This design comes from an exercise in tuning for small area, a short achievable clock period and few clock cycles on the open sky130 flow, not from production work. At most, simulation tests tie the RTL to the original design; equivalence was not proved. The RTL of run 1 was laid out without a check of its function. No activity file was given, so power comes from the tool's default toggle rates.

**design/flow/config.mk**
```make
export PLATFORM = sky130hd
export DESIGN_NAME = top_CPU
export DESIGN_NICKNAME = top_CPU
export VERILOG_FILES = /design/flow/design.v
export SDC_FILE = /design/flow/constraint.sdc
export NUM_CORES = 4
export LEC_CHECK = 0
export CAP_MARGIN = 20
export CORE_MARGIN = 2
export CORE_UTILIZATION = 30
export PLACE_DENSITY = 0.45
export SLEW_MARGIN = 20
```
**design/flow/constraint.sdc**
```tcl
create_clock -name core_clock -period 11.0 [get_ports {clk}]
set_input_delay 2.2000 -clock core_clock [delete_from_list [all_inputs] [get_ports {clk}]]
set_output_delay 2.2000 -clock core_clock [all_outputs]
set_load 0.01 [all_outputs]
```
**design/flow/design.v**
```verilog
`timescale 1ns / 1ps
module top_CPU(
    input clk,
    input Reset,
    output [31:0] imem_addr,
    input  [31:0] imem_data,
    output [31:0] dmem_addr,
    output [31:0] dmem_wdata,
    output dmem_we,
    input  [31:0] dmem_rdata,
    output halted
    );
    reg  [29:0] pc;             
    reg  [31:0] ir;             
    reg  [29:0] pc_d;           
    reg         d_valid;
    reg  [31:0] e_a, e_b, e_s;  
    reg  [4:0]  e_sa;
    reg  [4:0]  e_rd;
    reg  [29:0] e_alt;          
    reg         e_wr, e_load, e_store, e_beq, e_bne, e_bltz, e_jr, e_halt, e_pred;
    reg         e_sub, e_sadd, e_sand, e_sor, e_sxor, e_ssll, e_sslt, e_spass;
    reg  [31:0] m_res, m_wdata;
    reg  [4:0]  m_rd;
    reg         m_wr, m_load, m_we;
    reg  [31:0] w_res;
    reg  [4:0]  w_rd;
    reg         w_wr;
    reg  [31:1] w_en;           
    reg         kill_q;         
    reg         halted_r;
    assign imem_addr  = {pc, 2'b00};
    assign dmem_addr  = m_res;
    assign dmem_wdata = m_wdata;
    assign dmem_we    = m_we;
    assign halted     = halted_r;
    reg [31:0] rf [1:31];
    reg [31:1] rf_v;
    wire [4:0] rs = ir[25:21];
    wire [4:0] rt = ir[20:16];
    reg [31:0] rf_rs, rf_rt;
    integer k;
    always @(*) begin
        rf_rs = 32'd0;
        rf_rt = 32'd0;
        for (k = 1; k < 32; k = k + 1) begin
            rf_rs = rf_rs | ({32{rs == k && rf_v[k]}} & rf[k]);
            rf_rt = rf_rt | ({32{rt == k && rf_v[k]}} & rf[k]);
        end
    end
    integer n;
    always @(posedge clk)
        for (n = 1; n < 32; n = n + 1)
            if (w_en[n]) rf[n] <= w_res;
    always @(posedge clk or negedge Reset)
        if (!Reset) rf_v <= 0;
        else rf_v <= rf_v | w_en;
    wire [5:0] op = ir[31:26];
    wire op_add   = op == 6'b000000;
    wire op_sub   = op == 6'b000001;
    wire op_addiu = op == 6'b000010;
    wire op_and   = op == 6'b010000;
    wire op_andi  = op == 6'b010001;
    wire op_ori   = op == 6'b010010;
    wire op_xori  = op == 6'b010011;
    wire op_sll   = op == 6'b011000;
    wire op_slti  = op == 6'b100110;
    wire op_slt   = op == 6'b100111;
    wire op_sw    = op == 6'b110000;
    wire op_lw    = op == 6'b110001;
    wire op_beq   = op == 6'b110100;
    wire op_bne   = op == 6'b110101;
    wire op_bltz  = op == 6'b110110;
    wire op_j     = op == 6'b111000;
    wire op_jr    = op == 6'b111001;
    wire op_jal   = op == 6'b111010;
    wire op_halt  = op == 6'b111111;
    wire d_rtype  = op_add | op_sub | op_and | op_sll | op_slt;
    wire d_itype  = op_addiu | op_andi | op_ori | op_xori | op_slti | op_lw;
    wire d_branch = op_beq | op_bne | op_bltz;
    wire d_uses_rs = (d_rtype & ~op_sll) | d_itype | op_sw | d_branch | op_jr;
    wire d_uses_rt = d_rtype | op_sw | d_branch;
    wire [4:0] d_dst = d_rtype ? ir[15:11] : d_itype ? rt : op_jal ? 5'd31 : 5'd0;
    wire d_wr = d_dst != 5'd0;
    wire d_useimm = d_itype | op_sw | op_jal;
    wire d_zext = op_andi | op_ori | op_xori;
    wire [29:0] pc_d1 = pc_d + 30'd1;
    wire [31:0] d_imm = op_jal ? {pc_d1, 2'b00} :
                        {{16{ir[15] & ~d_zext}}, ir[15:0]};
    wire [30:0] d_bsum = {pc_d, 1'b1} + {{14{ir[15]}}, ir[15:0], 1'b1};
    wire [29:0] d_btarget = d_bsum[30:1];      
    wire [29:0] d_jtarget = {pc_d[29:26], ir[25:0]};
    wire d_pred = d_branch & ir[15];
    wire d_sub = op_sub | op_slt | op_slti;             
    wire [31:0] e_sum = e_a + e_b + {31'd0, e_sub};
    wire e_lt = (e_a[31] ^ ~e_b[31]) ? e_a[31] : e_sum[31];
    wire [31:0] e_res = ({32{e_sadd}} & e_sum)
                      | ({32{e_sand}} & (e_a & e_b))
                      | ({32{e_sor}}  & (e_a | e_b))
                      | ({32{e_sxor}} & (e_a ^ e_b))
                      | ({32{e_ssll}} & (e_b << e_sa))
                      | ({32{e_spass}} & e_b)
                      | {31'd0, e_sslt & e_lt};
    wire e_eq = e_a == e_b;
    wire e_ok = ~kill_q & ~halted_r;            
    wire e_taken = (e_beq & e_eq) | (e_bne & ~e_eq) | (e_bltz & e_sum[31]);
    wire e_redir = e_ok & (e_jr | ((e_beq | e_bne | e_bltz) & (e_taken ^ e_pred)));
    wire [29:0] e_target = e_jr ? e_a[31:2] : e_alt;
    wire e_wr_ok = e_wr & e_ok;
    wire [31:0] m_val = m_load ? dmem_rdata : m_res;
    wire fe_rs = e_wr_ok & (e_rd == rs);
    wire fm_rs = m_wr & (m_rd == rs);
    wire fw_rs = w_wr & (w_rd == rs);
    wire fe_rt = e_wr_ok & (e_rd == rt);
    wire fm_rt = m_wr & (m_rd == rt);
    wire fw_rt = w_wr & (w_rd == rt);
    wire [31:0] rs_old = fm_rs ? m_val : fw_rs ? w_res : rf_rs;
    wire [31:0] rt_old = fm_rt ? m_val : fw_rt ? w_res : rf_rt;
    wire [31:0] rs_val = fe_rs ? e_res : rs_old;
    wire [31:0] rt_val = fe_rt ? e_res : rt_old;
    wire d_ok = d_valid & ~kill_q & ~halted_r;
    wire stall = d_ok & e_ok & e_load & ((d_uses_rs & (e_rd == rs)) | (d_uses_rt & (e_rd == rt)));
    wire d_go = d_ok & ~stall;
    wire d_redir = d_go & (op_j | op_jal | d_pred);
    always @(posedge clk or negedge Reset) begin
        if (!Reset) begin
            pc <= 0;
            d_valid <= 0;
            e_wr <= 0; e_load <= 0; e_store <= 0; e_beq <= 0; e_bne <= 0;
            e_bltz <= 0; e_jr <= 0; e_halt <= 0;
            m_wr <= 0; m_load <= 0; m_we <= 0;
            w_wr <= 0;
            w_en <= 0;
            kill_q <= 0;
            halted_r <= 0;
        end else begin
            if (e_redir) pc <= e_target;
            else if (!stall) pc <= d_redir ? (d_pred ? d_btarget : d_jtarget) : pc + 30'd1;
            if (!stall) d_valid <= ~d_redir;
            kill_q <= e_redir;
            e_wr    <= d_go & d_wr;
            e_load  <= d_go & op_lw;
            e_store <= d_go & op_sw;
            e_beq   <= d_go & op_beq;
            e_bne   <= d_go & op_bne;
            e_bltz  <= d_go & op_bltz;
            e_jr    <= d_go & op_jr;
            e_halt  <= d_go & op_halt;
            m_wr   <= e_wr_ok;
            m_load <= e_load;
            m_we   <= e_store & e_ok;
            w_wr <= m_wr;
            for (n = 1; n < 32; n = n + 1)
                w_en[n] <= m_wr && (m_rd == n);
            if (e_halt & e_ok) halted_r <= 1;
        end
    end
    always @(posedge clk) begin
        if (!stall) begin
            ir   <= imem_data;
            pc_d <= pc;
        end
        e_a   <= rs_val;
        e_b   <= d_sub ? ~(d_useimm ? d_imm : rt_val) : (d_useimm ? d_imm : rt_val);
        e_s   <= rt_val;
        e_sa  <= ir[10:6];
        e_rd  <= d_dst;
        e_pred <= d_pred;
        e_alt <= d_pred ? pc_d1 : d_btarget;
        e_sub  <= d_sub;
        e_sadd <= op_add | op_sub | op_addiu | op_lw | op_sw;
        e_sand <= op_and | op_andi;
        e_sor  <= op_ori;
        e_sxor <= op_xori;
        e_ssll <= op_sll;
        e_sslt <= op_slt | op_slti;
        e_spass <= op_jal;
        m_res   <= e_res;
        m_wdata <= e_s;
        m_rd    <= e_rd;
        w_res   <= m_val;
        w_rd    <= m_rd;
    end
endmodule
```
**design/flow/flow/run.sh**
```bash
#!/bin/bash
set -euo pipefail
MARGIN=$(cat flow/margin.txt)
bash standard.sh SETUP_SLACK_MARGIN=$MARGIN finish > standard.log 2>&1
```
**design/flow/flow/margin.txt**
```
7.2
```
**design/flow/standard.sh**
```bash
#!/bin/bash
# synth_recipe.tcl (not shown) runs the flow's synth.tcl, then flattens the netlist and writes it again
# the make line also repeats each setting of config.mk as NAME=value (left out here)
make -C /OpenROAD-flow-scripts/flow DESIGN_CONFIG=/design/flow/config.mk WORK_HOME=/design/flow/orfs CLKGATE_MAP_FILE= SYNTH_SCRIPT=/design/flow/synth_recipe.tcl "${@:-finish}"
```
==> impl_metrics.ini, run 1 <==
[status]
status = timing/DRC/antenna clean

[synth]
yosysSeqAreaShare = 0.590
synth_cell_types = 95
yosys.area.top_type = edfxtp_1
yosys.area_share.adder = 0.0190
synthCells = 5722
synth-compound-area-share = 0.162
synthMuxAreaShare = 0.0312
synth_flop_cell = edfxtp_1
yosys.area_share.simple = 0.143
ys_ff_latch = 1412
postSynth.asyncResetShare = 0.0758
synth_xor_area_frac = 0.0169
avgSynthCellArea_um2 = 11.7
synth.area.top_cells = edfxtp_1 47%, dfxtp_1 7.5%, a22oi_1 7.1%
synth_top_family_by_area = compound AO/OA/AOI/OAI gates
yosys.area.top_type_share = 0.475
synth.cell_area_mm2 = 0.0667
ys.warnings.count = 2
synth-edff-count = 1054

[sta]
finalCriticalPeriod_ns = 4.51
tns_ns = 0
setup-violations-final = 0
fin_skew_ns = 0.0387
drv_slew = 0
fin_crit_sh = 0.410
worst_pin_slew_ns = 1.33
rsz0062_at_grt = true
max_freq_mhz = 222
hold_violations = 0
relSlewSlack = 0.111

[detailed_routing]
drt_iter0_drc = 12400
drt_pass1_iterations = 7
vias = 60300
drc = 0
vias_per_cell = 6.66
drt-total-wl_mm = 386
routedWlPerCell_um = 42.6
ant_nets = 0

[critical_path]
critPathRequiredTime_ns = 11.68
crit_path_top_delay_cell = fa_2
critPathMostFrequentCell = inv_2
ff2ff_path_depth = 21
start_kind = flip-flop
crit_chain = inv_2, ha_4, inv_2, or3_4, o2111ai_4, nand3_4, a21oi_4, o31ai_4, nand2b_1, a21oi_2, o21a_2, fa_2, nor2b_2, o31ai_1, nor3b_2, o21ai_4, buf_12, buf_4, buf_8, a211oi_4, a311oi_1
cp_max_fo = 4
crit_arrival_ns = 5.19
path_class = reg -> reg
endpoint_kind = flip-flop
max_stage_delay_ns = 0.60

[finish]
nFillCells = 21800
multi_input_area_mm2 = 0.0263
drive_above_1_share = 0.184
nets = 6085
ff_latch_area_mm2 = 0.0395
area_delta_synth_final_pct = 20.0

[global_routing]
track_usage = 0.330
grt_overflow = 0
grt_start_max_net_pins = 64
grt_pass1_wl_mm = 506
first_global_vias = 55400
antenna_found_initial = 32

[clock_network]
cts.sinks = 1412
root_buffer = clkbuf_16
clk_latency_ns = 0.84
cts_tree = yes
cts_buffer_depth = 3
htreeDepth = 4
clk_pin_slew_ns = 0.06
cts_made_buffers = 159

[placed_design]
port_buffers = 161
hpwl_mm = 229
routabilityCongestion = 0.984

[floorplan]
initial_core_util = 0.301
coreArea_mm2 = 0.222
io_pins = 164
dieArea_mm2 = 0.226
die_x_um = 475
num_rows = 173
die_h_um = 475

[worst_hold_path]
holdPathStages = 0
hp-class = reg -> reg

[job]
max-cap-violations = 0

[pwr]
ir_drop_uv = 139
pwr_density_cell_mw_per_mm2 = 181
total_power_mw = 14.5
leakagePower_nw = 28.7
==> registers in the layout, indices dropped and copies added (netlist names), 32 cells and up <==
register	cells
e_a	32
e_b	32
e_s	32
ir	32
m_res	32
m_wdata	32
rf	992
w_res	32
==> per-layer routing <==
layer / GRT usage / share of wire / vias to the layer above
met5: 0 / 0.00044 / -
met4: 0.215 / 0.081 / 24
li1: - / - / 22800
met1: 0.414 / 0.36 / 30200
met2: 0.486 / 0.42 / 5733
met3: 0.105 / 0.14 / 1443
==> worst paths after layout <==
kind | end | startpoint | slack (ns)
max reg2reg | pc[17]$_DFFE_PN0P_ | e_a[4]$_DFF_P_ | 6.49
min reg2reg | m_wdata[1]$_DFF_P_ | e_s[1]$_DFF_P_ | 0.33
min in group asynchronous | halted_r$_DFFE_PN0P_ | Reset | 1.45
max | pc[17]$_DFFE_PN0P_ | e_a[4]$_DFF_P_ | 6.49
max in group asynchronous | w_en[28]$_DFF_PN0_ | Reset | 8.10
min | m_wdata[1]$_DFF_P_ | e_s[1]$_DFF_P_ | 0.33
==> placed cells by master (no fill, tap or decap), drive strengths merged, types with 36 or more instances in the layout <==
master | Yosys | layout
nand4 | 163 | 163
inv | 118 | 123
dfrtp | 107 | 107
mux2 | 54 | 54
or2 | 36 | 36
dlygate4sd2 | 0 | 72
o21ai | 173 | 173
and3 | 191 | 191
ha | 95 | 95
clkdlybuf4s50 | 0 | 64
a211oi | 56 | 56
a21oi | 179 | 179
xnor2 | 80 | 80
clkinv | 3 | 67
a31oi | 52 | 52
nor3 | 84 | 84
xor2 | 49 | 49
buf | 176 | 340
nor2 | 223 | 223
clkbuf | 295 | 211
and2 | 55 | 56
nor4 | 67 | 67
a222oi | 58 | 58
a22oi | 631 | 631
nand3 | 499 | 499
a2111oi | 40 | 40
mux2i | 82 | 82
o211ai | 38 | 38
nand2 | 355 | 355
edfxtp | 1054 | 1054
a221oi | 39 | 39
dfxtp | 251 | 251
==> synth_stat cells, types with 15 or more instances <==
cell          n
a211oi_1     54
or3_1        17
nor2b_1      31
o211ai_1     38
mux2i_1      82
and3b_1      22
dfxtp_1     251
a22oi_1     631
edfxtp_1   1054
inv_1       115
and2_1       50
buf_2       113
nand2b_1     21
and3_1      191
nand4_1     163
ha_1         95
clkbuf_1    295
mux2_2       54
a21o_1       33
a22o_1       30
nor2_1      222
a222oi_1     58
nand2_1     355
and4_1       18
nand3_1     499
or2_2        35
a21oi_1     178
a221o_1      17
mux4_2       29
buf_1        34
a2111oi_0    36
nor3_1       83
o21ai_0     164
nor4_1       66
o21a_1       25
a31oi_1      52
xnor2_1      80
xor2_1       49
nor3b_1      16
a221oi_1     36
dfrtp_1     107
buf_6        17
o31ai_1      15
==> metrics by stage <==
stage / setup WS, ns / util / std cells / instance area, um2 / hold WS [ns]
6_report: 6.49 / 0.361 / 9047 / 80000 / 0.325
5_1_grt: 6.45 / 0.361 / 9032 / 80000 / 0.330
4_1_cts: 6.56 / 0.357 / 8989 / 79100 / 0.326
3_5_place_dp: 5.46 / 0.324 / 8605 / 71900 / 0.312
3_3_place_gp: 5.47 / 0.324 / 8605 / 71900 / 0.310
2_1_floorplan: 7.10 / - / 5723 / 66800 / 0.310
==> worst max-delay path, delay by kind of cell (launching register included) <==
| family | cells | cell delay [ns] |
|---|---|---|
| adder cells (fa/ha/maj) | 2 | 0.86 |
| AO/OA/AOI/OAI | 9 | 1.57 |
| flip-flops | 1 | 0.36 |
| AND/OR/NAND/NOR | 5 | 0.98 |
| buffers and inverters | 5 | 0.55 |
==> power breakdown <==
part / switching, mW / internal [mW]
registers: 0.387 / 6.06
clock network: 2.39 / 3.11
logic: 1.65 / 0.873
total: 4.42 / 10.0
==> cell families (layout without fill, tap and decap cells) <==
kind of cell	Yosys count	after routing
compound gates	1494	1494
xor+xnor	129	129
fa+ha+maj	99	99
buf+inv	592	922
flops	1412	1412
mux	165	165
other cells	1	20
simple gates	1830	1831
==> repair_timing <==
item                                    CTS  global route
pin swaps                                37            42
hold buffers                              0             0
endpoints found under the setup margin  281           149
gates cloned                              4             1
resized for setup                       458           124
setup buffers                            85            39
==> layout make-up <==
| class | instances | share of cell area |
|---|---|---|
| inverter | 121 | 0.00582 |
| sequential | 1412 | 0.494 |
| clock inverter | 91 | 0.0113 |
| antenna | 18 | 0.000563 |
| multi-input combinational | 3720 | 0.329 |
| clock buffer | 204 | 0.0547 |
| tap | 2975 | 0.0465 |
| timing repair buffer | 506 | 0.0578 |
==> run 2, diff against run 1 <==
--- a/design/flow/design.v
+++ b/design/flow/design.v
@@ -28,4 +28,2 @@
     reg         w_wr;
-    reg  [31:1] w_en;           
-    reg         kill_q;         
     reg         halted_r;
@@ -40,19 +38,9 @@
     wire [4:0] rt = ir[20:16];
-    reg [31:0] rf_rs, rf_rt;
-    integer k;
-    always @(*) begin
-        rf_rs = 32'd0;
-        rf_rt = 32'd0;
-        for (k = 1; k < 32; k = k + 1) begin
-            rf_rs = rf_rs | ({32{rs == k && rf_v[k]}} & rf[k]);
-            rf_rt = rf_rt | ({32{rt == k && rf_v[k]}} & rf[k]);
-        end
-    end
-    integer n;
+    wire [31:0] rf_rs = (rs != 0 && rf_v[rs]) ? rf[rs] : 32'd0;
+    wire [31:0] rf_rt = (rt != 0 && rf_v[rt]) ? rf[rt] : 32'd0;
     always @(posedge clk)
-        for (n = 1; n < 32; n = n + 1)
-            if (w_en[n]) rf[n] <= w_res;
+        if (w_wr) rf[w_rd] <= w_res;
     always @(posedge clk or negedge Reset)
         if (!Reset) rf_v <= 0;
-        else rf_v <= rf_v | w_en;
+        else if (w_wr) rf_v[w_rd] <= 1'b1;
     wire [5:0] op = ir[31:26];
@@ -89,9 +77,8 @@
                         {{16{ir[15] & ~d_zext}}, ir[15:0]};
-    wire [30:0] d_bsum = {pc_d, 1'b1} + {{14{ir[15]}}, ir[15:0], 1'b1};
-    wire [29:0] d_btarget = d_bsum[30:1];      
+    wire [29:0] d_btarget = pc_d1 + {{14{ir[15]}}, ir[15:0]};
     wire [29:0] d_jtarget = {pc_d[29:26], ir[25:0]};
-    wire d_pred = d_branch & ir[15];
-    wire d_sub = op_sub | op_slt | op_slti;             
-    wire [31:0] e_sum = e_a + e_b + {31'd0, e_sub};
-    wire e_lt = (e_a[31] ^ ~e_b[31]) ? e_a[31] : e_sum[31];
+    wire d_pred = d_branch & ir[15];             
+    wire [31:0] e_bx  = e_sub ? ~e_b : e_b;
+    wire [31:0] e_sum = e_a + e_bx + {31'd0, e_sub};
+    wire e_lt = (e_a[31] ^ e_b[31]) ? e_a[31] : e_sum[31];
     wire [31:0] e_res = ({32{e_sadd}} & e_sum)
@@ -104,12 +91,11 @@
     wire e_eq = e_a == e_b;
-    wire e_ok = ~kill_q & ~halted_r;            
     wire e_taken = (e_beq & e_eq) | (e_bne & ~e_eq) | (e_bltz & e_sum[31]);
-    wire e_redir = e_ok & (e_jr | ((e_beq | e_bne | e_bltz) & (e_taken ^ e_pred)));
+    wire e_redir = e_jr | ((e_beq | e_bne | e_bltz) & (e_taken ^ e_pred));
     wire [29:0] e_target = e_jr ? e_a[31:2] : e_alt;
-    wire e_wr_ok = e_wr & e_ok;
+    wire e_kill = e_redir | e_halt;
     wire [31:0] m_val = m_load ? dmem_rdata : m_res;
-    wire fe_rs = e_wr_ok & (e_rd == rs);
+    wire fe_rs = e_wr & (e_rd == rs);
     wire fm_rs = m_wr & (m_rd == rs);
     wire fw_rs = w_wr & (w_rd == rs);
-    wire fe_rt = e_wr_ok & (e_rd == rt);
+    wire fe_rt = e_wr & (e_rd == rt);
     wire fm_rt = m_wr & (m_rd == rt);
@@ -120,5 +106,4 @@
     wire [31:0] rt_val = fe_rt ? e_res : rt_old;
-    wire d_ok = d_valid & ~kill_q & ~halted_r;
-    wire stall = d_ok & e_ok & e_load & ((d_uses_rs & (e_rd == rs)) | (d_uses_rt & (e_rd == rt)));
-    wire d_go = d_ok & ~stall;
+    wire stall = d_valid & e_load & ((d_uses_rs & (e_rd == rs)) | (d_uses_rt & (e_rd == rt)));
+    wire d_go = d_valid & ~stall & ~e_kill & ~halted_r;
     wire d_redir = d_go & (op_j | op_jal | d_pred);
@@ -132,4 +117,2 @@
             w_wr <= 0;
-            w_en <= 0;
-            kill_q <= 0;
             halted_r <= 0;
@@ -138,4 +121,4 @@
             else if (!stall) pc <= d_redir ? (d_pred ? d_btarget : d_jtarget) : pc + 30'd1;
-            if (!stall) d_valid <= ~d_redir;
-            kill_q <= e_redir;
+            if (e_kill | halted_r) d_valid <= 0;
+            else if (!stall) d_valid <= ~d_redir;
             e_wr    <= d_go & d_wr;
@@ -148,9 +131,7 @@
             e_halt  <= d_go & op_halt;
-            m_wr   <= e_wr_ok;
+            m_wr   <= e_wr;
             m_load <= e_load;
-            m_we   <= e_store & e_ok;
+            m_we   <= e_store;
             w_wr <= m_wr;
-            for (n = 1; n < 32; n = n + 1)
-                w_en[n] <= m_wr && (m_rd == n);
-            if (e_halt & e_ok) halted_r <= 1;
+            if (e_halt) halted_r <= 1;
         end
@@ -163,3 +144,3 @@
         e_a   <= rs_val;
-        e_b   <= d_sub ? ~(d_useimm ? d_imm : rt_val) : (d_useimm ? d_imm : rt_val);
+        e_b   <= d_useimm ? d_imm : rt_val;
         e_s   <= rt_val;
@@ -169,3 +150,3 @@
         e_alt <= d_pred ? pc_d1 : d_btarget;
-        e_sub  <= d_sub;
+        e_sub  <= op_sub | op_slt | op_slti;
         e_sadd <= op_add | op_sub | op_addiu | op_lw | op_sw;
==> design/flow/run.sh (new file) <==
#!/bin/bash
# synth_recipe.tcl (not shown) runs the flow's synth.tcl, then flattens the netlist and writes it again
# the make line also repeats each setting of config.mk as NAME=value (left out here)
make -C /OpenROAD-flow-scripts/flow DESIGN_CONFIG=/design/flow/config.mk WORK_HOME=/design/flow/orfs CLKGATE_MAP_FILE= SYNTH_SCRIPT=/design/flow/synth_recipe.tcl finish
--- a/design/flow/config.mk
+++ b/design/flow/config.mk
@@ -7,2 +7,3 @@
 export LEC_CHECK = 0
+export ABC_CLOCK_PERIOD_IN_PS = 3000
 export CAP_MARGIN = 20
removed: design/flow/flow/run.sh
removed: design/flow/flow/margin.txt
removed: design/flow/standard.sh
==> run 2 against run 1 <==
Effect of this change:
- still clean
- non-clock buffer count down 225
- clock-buffer cell count is 7 higher
- sequential share of layout area is 1.0 points lower
- design area grew 0.28%
- core utilization is 1.3 points lower
- first-iteration DRC count shrank 65%
- wire length down 36%
- setup slack got worse by 1.1 ns
- global-route usage shrank 12 points
- largest power group unchanged
==> impl_metrics.ini, run 2 <==
[status]
status = timing/DRC/antenna clean

[floorplan]
die_h_um = 486
io_pins = 164
initial_core_util = 0.302
die_x_um = 486
coreArea_mm2 = 0.231
dieArea_mm2 = 0.236
num_rows = 176

[synth]
yosys.area_share.simple = 0.0534
yosys.area_share.adder = 0.0255
yosys.area.top_type_share = 0.454
ys.warnings.count = 1
synth.area.top_cells = edfxtp_1 45%, mux4_2 20%, dfxtp_1 7.5%
avgSynthCellArea_um2 = 14.8
yosysSeqAreaShare = 0.556
synthCells = 4720
synth_flop_cell = edfxtp_1
ys_ff_latch = 1390
synthMuxAreaShare = 0.240
synth-edff-count = 1054
synth-compound-area-share = 0.0766
synth.cell_area_mm2 = 0.0697
synth_top_family_by_area = multiplexers
postSynth.asyncResetShare = 0.0540
synth_cell_types = 76
synth_common_cells = 1054 x edfxtp_1, 624 x mux4_2, 281 x a21oi_1, 264 x nor2_1, 261 x dfxtp_1
yosys.area.top_type = edfxtp_1
synth_most_common_cell = edfxtp_1
synth_xor_area_frac = 0.0217

[detailed_routing]
vias = 44500
routedWlPerCell_um = 30.9
drt_iter0_drc = 4391
drc = 0
drt_pass1_iterations = 5
vias_per_cell = 5.57
ant_nets = 0
drt-total-wl_mm = 247

[sta]
relSlewSlack = 0.220
fin_crit_sh = 0.509
rsz0062_at_grt = false
finalCriticalPeriod_ns = 5.60
max_freq_mhz = 178
drv_slew = 0
fin_skew_ns = 0.0510
setup-violations-final = 0
hold_violations = 0
worst_pin_slew_ns = 1.17
tns_ns = 0

[critical_path]
endpoint_kind = flip-flop
cp_max_fo = 32
path_class = reg -> reg
reg2reg_slack_ns = 5.40
crit_arrival_ns = 6.31
critPathRequiredTime_ns = 11.71
start_kind = flip-flop

[worst_hold_path]
hp-class = reg -> reg

[placed_design]
port_buffers = 161
routabilityCongestion = 0.899
hpwl_mm = 156

[clock_network]
ctsResizeCount = 0
cts_setup_buffers = 0
cts_made_buffers = 159
cts_buffer_depth = 3
clk_pin_slew_ns = 0.06
htreeDepth = 4
holdBufCountCts = 0
cts_tree = yes
cts.sinks = 1390
root_buffer = clkbuf_16
clk_latency_ns = 0.83

[finish]
drive_above_1_share = 0.223
mostFrequentLayoutCell = edfxtp_1
final_core_util = 0.348
mostFrequentLayoutCells = 1054 x edfxtp_1, 624 x mux4_2, 281 x a21oi_1
ff_latch_area_mm2 = 0.0388
nFillCells = 21900
nets = 5043
regMostFlops = rf
multi_input_area_mm2 = 0.0294
largest_reg_flops = 992
area_delta_synth_final_pct = 15.1

[job]
max-cap-violations = 0

[pwr]
swShare = 0.289
comb_power_share = 0.176
leakagePower_nw = 27.8
p_int_mw = 10.1
p_sw_mw = 4.10
power_frac_clock = 0.370
pwr_density_cell_mw_per_mm2 = 177
p_seq_frac = 0.454
ir_drop_uv = 124

[global_routing]
antenna_found_initial = 12
grt_start_max_net_pins = 80
track_usage = 0.207
grt_overflow = 0
first_global_vias = 44600
grt_pass1_wl_mm = 349
-- run 2: changes by cell type in the layout (fill, tap and decap cells not counted), moves of 140 or more --
cell and change:
a22oi_1 -614, buf_4 -160, mux2i_1 +143, mux4_2 +595, nand3_1 -437, nand4_1 -140
-- run 2: stage by stage --
step	worst slack [ns]	hold WS (ns)	area [um2]	std cells	total power, mW
final	5.40	0.321	80200	7993	14.2
after global routing	5.09	0.324	80200	7990	14.8
after CTS	5.46	0.322	80200	7989	14.3
after detailed placement	5.47	0.312	75100	7701	9.03
after global placement	5.43	0.312	75100	7700	9.02
after floorplan	6.71	0.310	69700	4721	7.99
-- run 2: final cells by class --
cell class / instances / share of cell area
Multi-Input combinational cell: 2850 / 0.366
Tap cell: 3026 / 0.0472
Timing Repair Buffer: 281 / 0.0317
Antenna cell: 4 / 0.000125
Inverter: 154 / 0.00721
Clock buffer: 211 / 0.0545
Clock inverter: 77 / 0.00909
Sequential cell: 1390 / 0.484
-- run 2: worst max-delay path, cell delays in order, from the launching register on --
cell and delay [ns]:
dfxtp_2 1.01, xor2_1 0.17, ha_1 0.42, a21oi_1 0.44, o211ai_1 0.18, a21oi_1 0.37, o221ai_1 0.23, nor3_2 0.55
mux2_4 0.53, nor4_4 0.32, buf_4 0.49, mux2_2 0.39, a221o_1 0.31
-- run 2: cell families (layout without fill, tap and decap cells) --
family                   Yosys count  count (layout)
AO/OA/AOI/OAI                    840             840
XOR/XNOR                         173             173
adder cells (fa/ha/maj)          141             141
buffers and inverters            481             723
flip-flops                      1390            1390
multiplexers                     886             886
other                              1               6
AND/OR/NAND/NOR                  808             808
-- run 2: final timing paths --
check | startpoint | end | cells past startpoint
min in group asynchronous | Reset | rf_v[20]$_DFFE_PN0P_ | 1
worst min-delay path | e_s[9]$_DFF_P_ | m_wdata[9]$_DFF_P_ | 0
worst max-delay path | e_sub$_DFF_P_ | pc[17]$_DFFE_PN0P_ | 12
max in group asynchronous | Reset | pc[3]$_DFFE_PN0P_ | 2
worst max register to register | e_sub$_DFF_P_ | pc[17]$_DFFE_PN0P_ | 12
worst min register to register | e_s[9]$_DFF_P_ | m_wdata[9]$_DFF_P_ | 0
-- run 2: power by group through the flow --
stage	Sequential [mW]	Clock, mW	Combinational, mW
finish	6.44	5.26	2.50
global route	6.49	5.58	2.71
global placement	6.55	0	2.47
CTS	6.44	5.38	2.50
detailed placement	6.54	0	2.49
floorplan	6.36	0	1.63
-- run 2: per-layer routing --
metal | vias to the layer above | GRT usage | wire (um)
met1 | 23500 | 0.279 | 106000
li1 | 19000 | - | -
met5 | - | 0 | 54
met3 | 377 | 0.0329 | 13800
met4 | 8 | 0.0755 | 9270
met2 | 1579 | 0.336 | 118000
Testbench counts of run 2, summed over its fixed seeds: cycles 38,743.

==> afterwards: timing with drivers on the ports <==
The flow's constraints put no driver on any port. The routed layouts listed below were extracted and timed again, unchanged, in two steps. Step 1 sets driving cells, clkbuf_16 on the clock port and buf_2 on the other inputs (assumed; they add their load-dependent delay and slew). Step 2 moves the port delays by t, midway between the first and last clock arrival at a register: inputs arrive t later, outputs are due t later. That takes back most of the time a late clock gives input paths. a / b / c = no drivers / after step 1 / after step 2; a / b = the first two.
| run | t, ns | slack for setup (ns) | worst register clock-pin slew, ns | worst data-port slew with drivers (ns) |
|---|---|---|---|---|
| run 1 | 0.915 | 6.490 / 6.490 / 6.490 | 0.07 / 0.07 | 0.10 |
| run 2 | 0.889 | 5.396 / 5.396 / 5.396 | 0.07 / 0.07 | 0.14 |
After both steps every run listed still meets setup and hold.
